This design comes from an exercise in tuning for small area and a short achievable clock period on the open sky130 flow, not from production work. Only simulation tests tie the RTL to the original design; equivalence was not proved. Power figures rest on the tool's default switching activity, not on a simulated workload.

// pong_drawer
module pong_drawer (
  input clk,
  input rst,
  input [15:0] cursor_left_py,
  input [15:0] cursor_right_py,
  input [15:0] ball_py,
  input [15:0] ball_px,
  output [3:0] vgaRed,
  output [3:0] vgaBlue,
  output [3:0] vgaGreen,
  output Hsync,
  output Vsync
);
  localparam HO = 14;
  localparam VO = 15;
  localparam [10:0] HE = 11'd1711 + HO;
  localparam [9:0] VE = 10'd993 + VO;
  reg [10:0] hp;
  reg [9:0] vp;
  reg hs, vs;
  reg sel_l, sel_r;    
  wire hEnd = &(hp | ~HE);
  wire vEnd = &(vp | ~VE);
  always @(posedge clk) begin
    if (rst || hEnd) hp <= HO;
    else hp <= hp + 11'd1;
  end
  always @(posedge clk) begin
    if (rst || (hEnd && vEnd)) vp <= VO;
    else vp <= vp + {9'd0, hEnd};
  end
  always @(posedge clk) begin
    sel_l <= !rst && hp >= 11'd20 + HO && hp <= 11'd38 + HO;
    sel_r <= !rst && hp >= 11'd1240 + HO && hp <= 11'd1258 + HO;
  end
  always @(posedge clk) begin
    hs <= !(hp >= 11'd1359 + HO && hp <= 11'd1494 + HO);
    vs <= !(vp >= 10'd960 + VO && vp <= 10'd962 + VO);
  end
  assign Hsync = hs;
  assign Vsync = vs;
  wire active = hp < 11'd1280 + HO && vp < 10'd960 + VO;
  wire [10:0] pt = {1'b0, vp} + 11'd64;
  wire [11:0] pb = {2'b0, vp} - 12'd94;
  wire in_p;
  pwin wp (.l(cursor_left_py), .r(cursor_right_py), .sel_l(sel_l), .sel_r(sel_r),
           .th(pt[10:8]), .bh(pb[11:8]), .tl(pt[7:0]), .bl(pb[7:0]),
           .split(pt[10:8] != pb[10:8]), .y(in_p));
  wire [4:0] bx_ll = {hp[4:2] + 3'd1, hp[1:0]};
  wire bx_wrap = ~&hp[4:2];
  wire [6:0] bx_chm1 = {1'b0, hp[10:5]} - 7'd1;
  wire in_bx;
  bwin #(.SH(0), .SL(0)) wbx (.x(ball_px), .ch(hp[10:5]), .chm1(bx_chm1), .cl(hp[4:0]),
                              .ll(bx_ll), .wrap(bx_wrap), .y(in_bx));
  wire [4:0] by_ll = {vp[4:1] + 4'd1, vp[0]};
  wire by_wrap = ~&vp[4:1];
  ...
clock: 6.0 ns
lec_check: 0
cap_margin: 20
core_margin: 2
core_utilization: 40
slew_margin: 20
standard.sh (not shown) runs the stock make flow with config.mk's settings and CLKGATE_MAP_FILE= SYNTH_SCRIPT=/design/flow/synth_recipe.tcl, a recipe that flattens the netlist after the stock synthesis.
==> flow/flow/run.sh <==
#!/bin/bash
# Own layout flow: the standard synthesis script with ABC's final mapping
# script swapped for flow/abc.script (registers and names are unchanged), then
# the standard ORFS steps with plain buf_1 port buffers (the default picks a
# slow delay cell), free resizing and a setup margin for the timing repair.
# flow/extra.txt holds further make settings, one per line, for all steps
# (among them a longer don't-use list that leaves out slow complex cells).
set -euo pipefail
export MY_ABC_SCRIPT=$PWD/flow/abc.script
SYN="SYNTH_SCRIPT=$PWD/flow/my_synth.tcl"
EXTRA=()
[[ -f flow/extra.txt ]] && mapfile -t EXTRA < <(grep -v '^#' flow/extra.txt | grep .)
bash standard.sh "$SYN" "${EXTRA[@]}" synth > synth.log 2>&1
bash standard.sh "$SYN" "BUFFER_PORTS_ARGS=-buffer_cell sky130_fd_sc_hd__buf_1" "${EXTRA[@]}" finish > layout.log 2>&1
==> flow/flow/abc.script <==
&get -n
&st
&syn2
&if -g -K 6
&synch2
&nf
&st
&dch
&nf
&put
==> flow/flow/extra.txt <==
MATCH_CELL_FOOTPRINT=0
SETUP_SLACK_MARGIN=2.0
DONT_USE_CELLS=sky130_fd_sc_hd__lpflow_bleeder_1 sky130_fd_sc_hd__lpflow_clkbufkapwr_1 sky130_fd_sc_hd__lpflow_clkbufkapwr_16 sky130_fd_sc_hd__lpflow_clkbufkapwr_2 sky130_fd_sc_hd__lpflow_clkbufkapwr_4 sky130_fd_sc_hd__lpflow_clkbufkapwr_8 sky130_fd_sc_hd__lpflow_clkinvkapwr_1 sky130_fd_sc_hd__lpflow_clkinvkapwr_16 sky130_fd_sc_hd__lpflow_clkinvkapwr_2 sky130_fd_sc_hd__lpflow_clkinvkapwr_4 sky130_fd_sc_hd__lpflow_clkinvkapwr_8 sky130_fd_sc_hd__lpflow_decapkapwr_12 sky130_fd_sc_hd__lpflow_decapkapwr_3 sky130_fd_sc_hd__lpflow_decapkapwr_4 sky130_fd_sc_hd__lpflow_decapkapwr_6 sky130_fd_sc_hd__lpflow_decapkapwr_8 sky130_fd_sc_hd__lpflow_inputiso0n_1 sky130_fd_sc_hd__lpflow_inputiso0p_1 sky130_fd_sc_hd__lpflow_inputiso1n_1 sky130_fd_sc_hd__lpflow_inputiso1p_1 sky130_fd_sc_hd__lpflow_inputisolatch_1 sky130_fd_sc_hd__lpflow_isobufsrc_1 sky130_fd_sc_hd__lpflow_isobufsrc_16 sky130_fd_sc_hd__lpflow_isobufsrc_2 sky130_fd_sc_hd__lpflow_isobufsrc_4 sky130_fd_sc_hd__lpflow_isobufsrc_8 sky130_fd_sc_hd__lpflow_isobufsrckapwr_16 sky130_fd_sc_hd__lpflow_lsbuf_lh_hl_isowell_tap_1 sky130_fd_sc_hd__lpflow_lsbuf_lh_hl_isowell_tap_2 sky130_fd_sc_hd__lpflow_lsbuf_lh_hl_isowell_tap_4 sky130_fd_sc_hd__lpflow_lsbuf_lh_isowell_4 sky130_fd_sc_hd__lpflow_lsbuf_lh_isowell_tap_1 sky130_fd_sc_hd__lpflow_lsbuf_lh_isowell_tap_2 sky130_fd_sc_hd__lpflow_lsbuf_lh_isowell_tap_4 sky130_fd_sc_hd__probe_p_8 sky130_fd_sc_hd__probec_p_8  sky130_fd_sc_hd__a2111o_1 sky130_fd_sc_hd__a2111o_2 sky130_fd_sc_hd__a2111o_4 sky130_fd_sc_hd__a2111oi_0 sky130_fd_sc_hd__a2111oi_1 sky130_fd_sc_hd__a2111oi_2 sky130_fd_sc_hd__a2111oi_4 sky130_fd_sc_hd__a21boi_0 sky130_fd_sc_hd__and2_0 sky130_fd_sc_hd__and3_1 sky130_fd_sc_hd__and3_2 sky130_fd_sc_hd__and3_4 sky130_fd_sc_hd__and3b_1 sky130_fd_sc_hd__and3b_2 sky130_fd_sc_hd__and3b_4 sky130_fd_sc_hd__and4_1 sky130_fd_sc_hd__and4_2 sky130_fd_sc_hd__and4_4 sky130_fd_sc_hd__and4b_1 sky130_fd_sc_hd__and4b_2 sky130_fd_sc_hd__and4b_4 sky130_fd_sc_hd__and4bb_1 sky130_fd_sc_hd__and4bb_2 sky130_fd_sc_hd__and4bb_4 sky130_fd_sc_hd__einvn_0 sky130_fd_sc_hd__maj3_1 sky130_fd_sc_hd__maj3_2 sky130_fd_sc_hd__maj3_4 sky130_fd_sc_hd__o2111a_1 sky130_fd_sc_hd__o2111a_2 sky130_fd_sc_hd__o2111a_4 sky130_fd_sc_hd__o2111ai_1 sky130_fd_sc_hd__o2111ai_2 sky130_fd_sc_hd__o2111ai_4 sky130_fd_sc_hd__o21ai_0 sky130_fd_sc_hd__o311ai_0 sky130_fd_sc_hd__or2_0 sky130_fd_sc_hd__or3_1 sky130_fd_sc_hd__or3_2 sky130_fd_sc_hd__or3_4 sky130_fd_sc_hd__or3b_1 sky130_fd_sc_hd__or3b_2 sky130_fd_sc_hd__or3b_4 sky130_fd_sc_hd__or4_1 sky130_fd_sc_hd__or4_2 sky130_fd_sc_hd__or4_4 sky130_fd_sc_hd__or4b_1 sky130_fd_sc_hd__or4b_2 sky130_fd_sc_hd__or4b_4 sky130_fd_sc_hd__or4bb_1 sky130_fd_sc_hd__or4bb_2 sky130_fd_sc_hd__or4bb_4 
Other scripts of this flow, unchanged in this note and not shown: flow/flow/my_synth.tcl
The first run ran to the end with no violations.
Next try:
==> flow/flow/abc.script (replaced) <==
strash
dch
map
topo
==> flow/flow/extra.txt (replaced) <==
MATCH_CELL_FOOTPRINT=0
SETUP_SLACK_MARGIN=2.0
ADDER_MAP_FILE=
DONT_USE_CELLS=sky130_fd_sc_hd__lpflow_bleeder_1 sky130_fd_sc_hd__lpflow_clkbufkapwr_1 sky130_fd_sc_hd__lpflow_clkbufkapwr_16 sky130_fd_sc_hd__lpflow_clkbufkapwr_2 sky130_fd_sc_hd__lpflow_clkbufkapwr_4 sky130_fd_sc_hd__lpflow_clkbufkapwr_8 sky130_fd_sc_hd__lpflow_clkinvkapwr_1 sky130_fd_sc_hd__lpflow_clkinvkapwr_16 sky130_fd_sc_hd__lpflow_clkinvkapwr_2 sky130_fd_sc_hd__lpflow_clkinvkapwr_4 sky130_fd_sc_hd__lpflow_clkinvkapwr_8 sky130_fd_sc_hd__lpflow_decapkapwr_12 sky130_fd_sc_hd__lpflow_decapkapwr_3 sky130_fd_sc_hd__lpflow_decapkapwr_4 sky130_fd_sc_hd__lpflow_decapkapwr_6 sky130_fd_sc_hd__lpflow_decapkapwr_8 sky130_fd_sc_hd__lpflow_inputiso0n_1 sky130_fd_sc_hd__lpflow_inputiso0p_1 sky130_fd_sc_hd__lpflow_inputiso1n_1 sky130_fd_sc_hd__lpflow_inputiso1p_1 sky130_fd_sc_hd__lpflow_inputisolatch_1 sky130_fd_sc_hd__lpflow_isobufsrc_1 sky130_fd_sc_hd__lpflow_isobufsrc_16 sky130_fd_sc_hd__lpflow_isobufsrc_2 sky130_fd_sc_hd__lpflow_isobufsrc_4 sky130_fd_sc_hd__lpflow_isobufsrc_8 sky130_fd_sc_hd__lpflow_isobufsrckapwr_16 sky130_fd_sc_hd__lpflow_lsbuf_lh_hl_isowell_tap_1 sky130_fd_sc_hd__lpflow_lsbuf_lh_hl_isowell_tap_2 sky130_fd_sc_hd__lpflow_lsbuf_lh_hl_isowell_tap_4 sky130_fd_sc_hd__lpflow_lsbuf_lh_isowell_4 sky130_fd_sc_hd__lpflow_lsbuf_lh_isowell_tap_1 sky130_fd_sc_hd__lpflow_lsbuf_lh_isowell_tap_2 sky130_fd_sc_hd__lpflow_lsbuf_lh_isowell_tap_4 sky130_fd_sc_hd__probe_p_8 sky130_fd_sc_hd__probec_p_8  sky130_fd_sc_hd__a2111o_1 sky130_fd_sc_hd__a2111o_2 sky130_fd_sc_hd__a2111o_4 sky130_fd_sc_hd__a2111oi_0 sky130_fd_sc_hd__a2111oi_1 sky130_fd_sc_hd__a2111oi_2 sky130_fd_sc_hd__a2111oi_4 sky130_fd_sc_hd__a21boi_0 sky130_fd_sc_hd__and2_0 sky130_fd_sc_hd__and3_1 sky130_fd_sc_hd__and3_2 sky130_fd_sc_hd__and3_4 sky130_fd_sc_hd__and3b_1 sky130_fd_sc_hd__and3b_2 sky130_fd_sc_hd__and3b_4 sky130_fd_sc_hd__and4_1 sky130_fd_sc_hd__and4_2 sky130_fd_sc_hd__and4_4 sky130_fd_sc_hd__and4b_1 sky130_fd_sc_hd__and4b_2 sky130_fd_sc_hd__and4b_4 sky130_fd_sc_hd__and4bb_1 sky130_fd_sc_hd__and4bb_2 sky130_fd_sc_hd__and4bb_4 sky130_fd_sc_hd__einvn_0 sky130_fd_sc_hd__maj3_1 sky130_fd_sc_hd__maj3_2 sky130_fd_sc_hd__maj3_4 sky130_fd_sc_hd__o2111a_1 sky130_fd_sc_hd__o2111a_2 sky130_fd_sc_hd__o2111a_4 sky130_fd_sc_hd__o2111ai_1 sky130_fd_sc_hd__o2111ai_2 sky130_fd_sc_hd__o2111ai_4 sky130_fd_sc_hd__o21ai_0 sky130_fd_sc_hd__o311ai_0 sky130_fd_sc_hd__or2_0 sky130_fd_sc_hd__or3_1 sky130_fd_sc_hd__or3_2 sky130_fd_sc_hd__or3_4 sky130_fd_sc_hd__or3b_1 sky130_fd_sc_hd__or3b_2 sky130_fd_sc_hd__or3b_4 sky130_fd_sc_hd__or4_1 sky130_fd_sc_hd__or4_2 sky130_fd_sc_hd__or4_4 sky130_fd_sc_hd__or4b_1 sky130_fd_sc_hd__or4b_2 sky130_fd_sc_hd__or4b_4 sky130_fd_sc_hd__or4bb_1 sky130_fd_sc_hd__or4bb_2 sky130_fd_sc_hd__or4bb_4 
Utilization went up by 1.2 points.
Hold slack is worse by 61 ps.
Sequential power goes down by a few percent.
Die area drops by roughly a tenth.
Power falls by a little under a tenth.
Wire length went down by roughly a tenth.
Next try:
==> flow/flow/run.sh (replaced) <==
#!/bin/bash
# Own layout flow. It differs from the standard layout only in settings:
#  - synthesis is the standard synthesis script (flow/my_synth.tcl is
#    synth_recipe.tcl with ABC's mapping script swapped for flow/abc.script, a
#    delay-oriented "map"); registers, flattening and names are unchanged;
#  - flow/extra.txt (one make setting per line, used for every step) turns off
#    Yosys's half/full-adder cell mapping (ADDER_MAP_FILE empty, so ABC maps
#    that logic too), adds slow complex cells (or3/or4/and3/and4/maj3/...)
#    to the platform's don't-use list, lets resizing change footprints and
#    sets a setup margin for the timing repair;
#  - port buffers are plain buf_1 cells (the default picks a slow delay cell).
# Each make run's full output goes to its own log here (synth.log, layout.log);
# ORFS keeps each tool's log under orfs/logs/.
set -euo pipefail
export MY_ABC_SCRIPT=$PWD/flow/abc.script
SYN="SYNTH_SCRIPT=$PWD/flow/my_synth.tcl"
EXTRA=()
[[ -f flow/extra.txt ]] && mapfile -t EXTRA < <(grep -v '^#' flow/extra.txt | grep .)
bash standard.sh "$SYN" "${EXTRA[@]}" synth > synth.log 2>&1
bash standard.sh "$SYN" "BUFFER_PORTS_ARGS=-buffer_cell sky130_fd_sc_hd__buf_1" "${EXTRA[@]}" finish > layout.log 2>&1
Design area does not change.
Count of clock-buffer cells in the layout does not change.
Total power stays the same.
Combinational power hardly moves.

## static timing again, ports no longer ideal
The flow's constraints put no driver on any port. The routed layouts listed below were extracted and timed again, unchanged, in two steps. Step 1, drivers: a clkbuf_16 drives clk and a buf_2 each remaining input, both assumed. Step 2 moves the port delays by t, midway between the first and last clock arrival at a register: inputs arrive t later, outputs are due t later. That takes back most of the time a late clock gives input paths. Slacks: ideal / step 1 / step 2; pairs: ideal / step 1.
run | t, ns | slack for setup (ns) | clock arrival spread, ns | worst register clock-pin slew, ns | worst data-port slew with drivers (ns)
the first run | 0.301 | 1.933 / 1.914 / 1.914 | 0.004 / 0.004 | 0.09 / 0.09 | 0.04
the second run | 0.291 | 2.005 / 1.985 / 1.985 | 0.007 / 0.007 | 0.09 / 0.09 | 0.03
the third run | 0.291 | 2.005 / 1.985 / 1.985 | 0.007 / 0.007 | 0.09 / 0.09 | 0.03
After both steps every run listed still meets setup and hold.
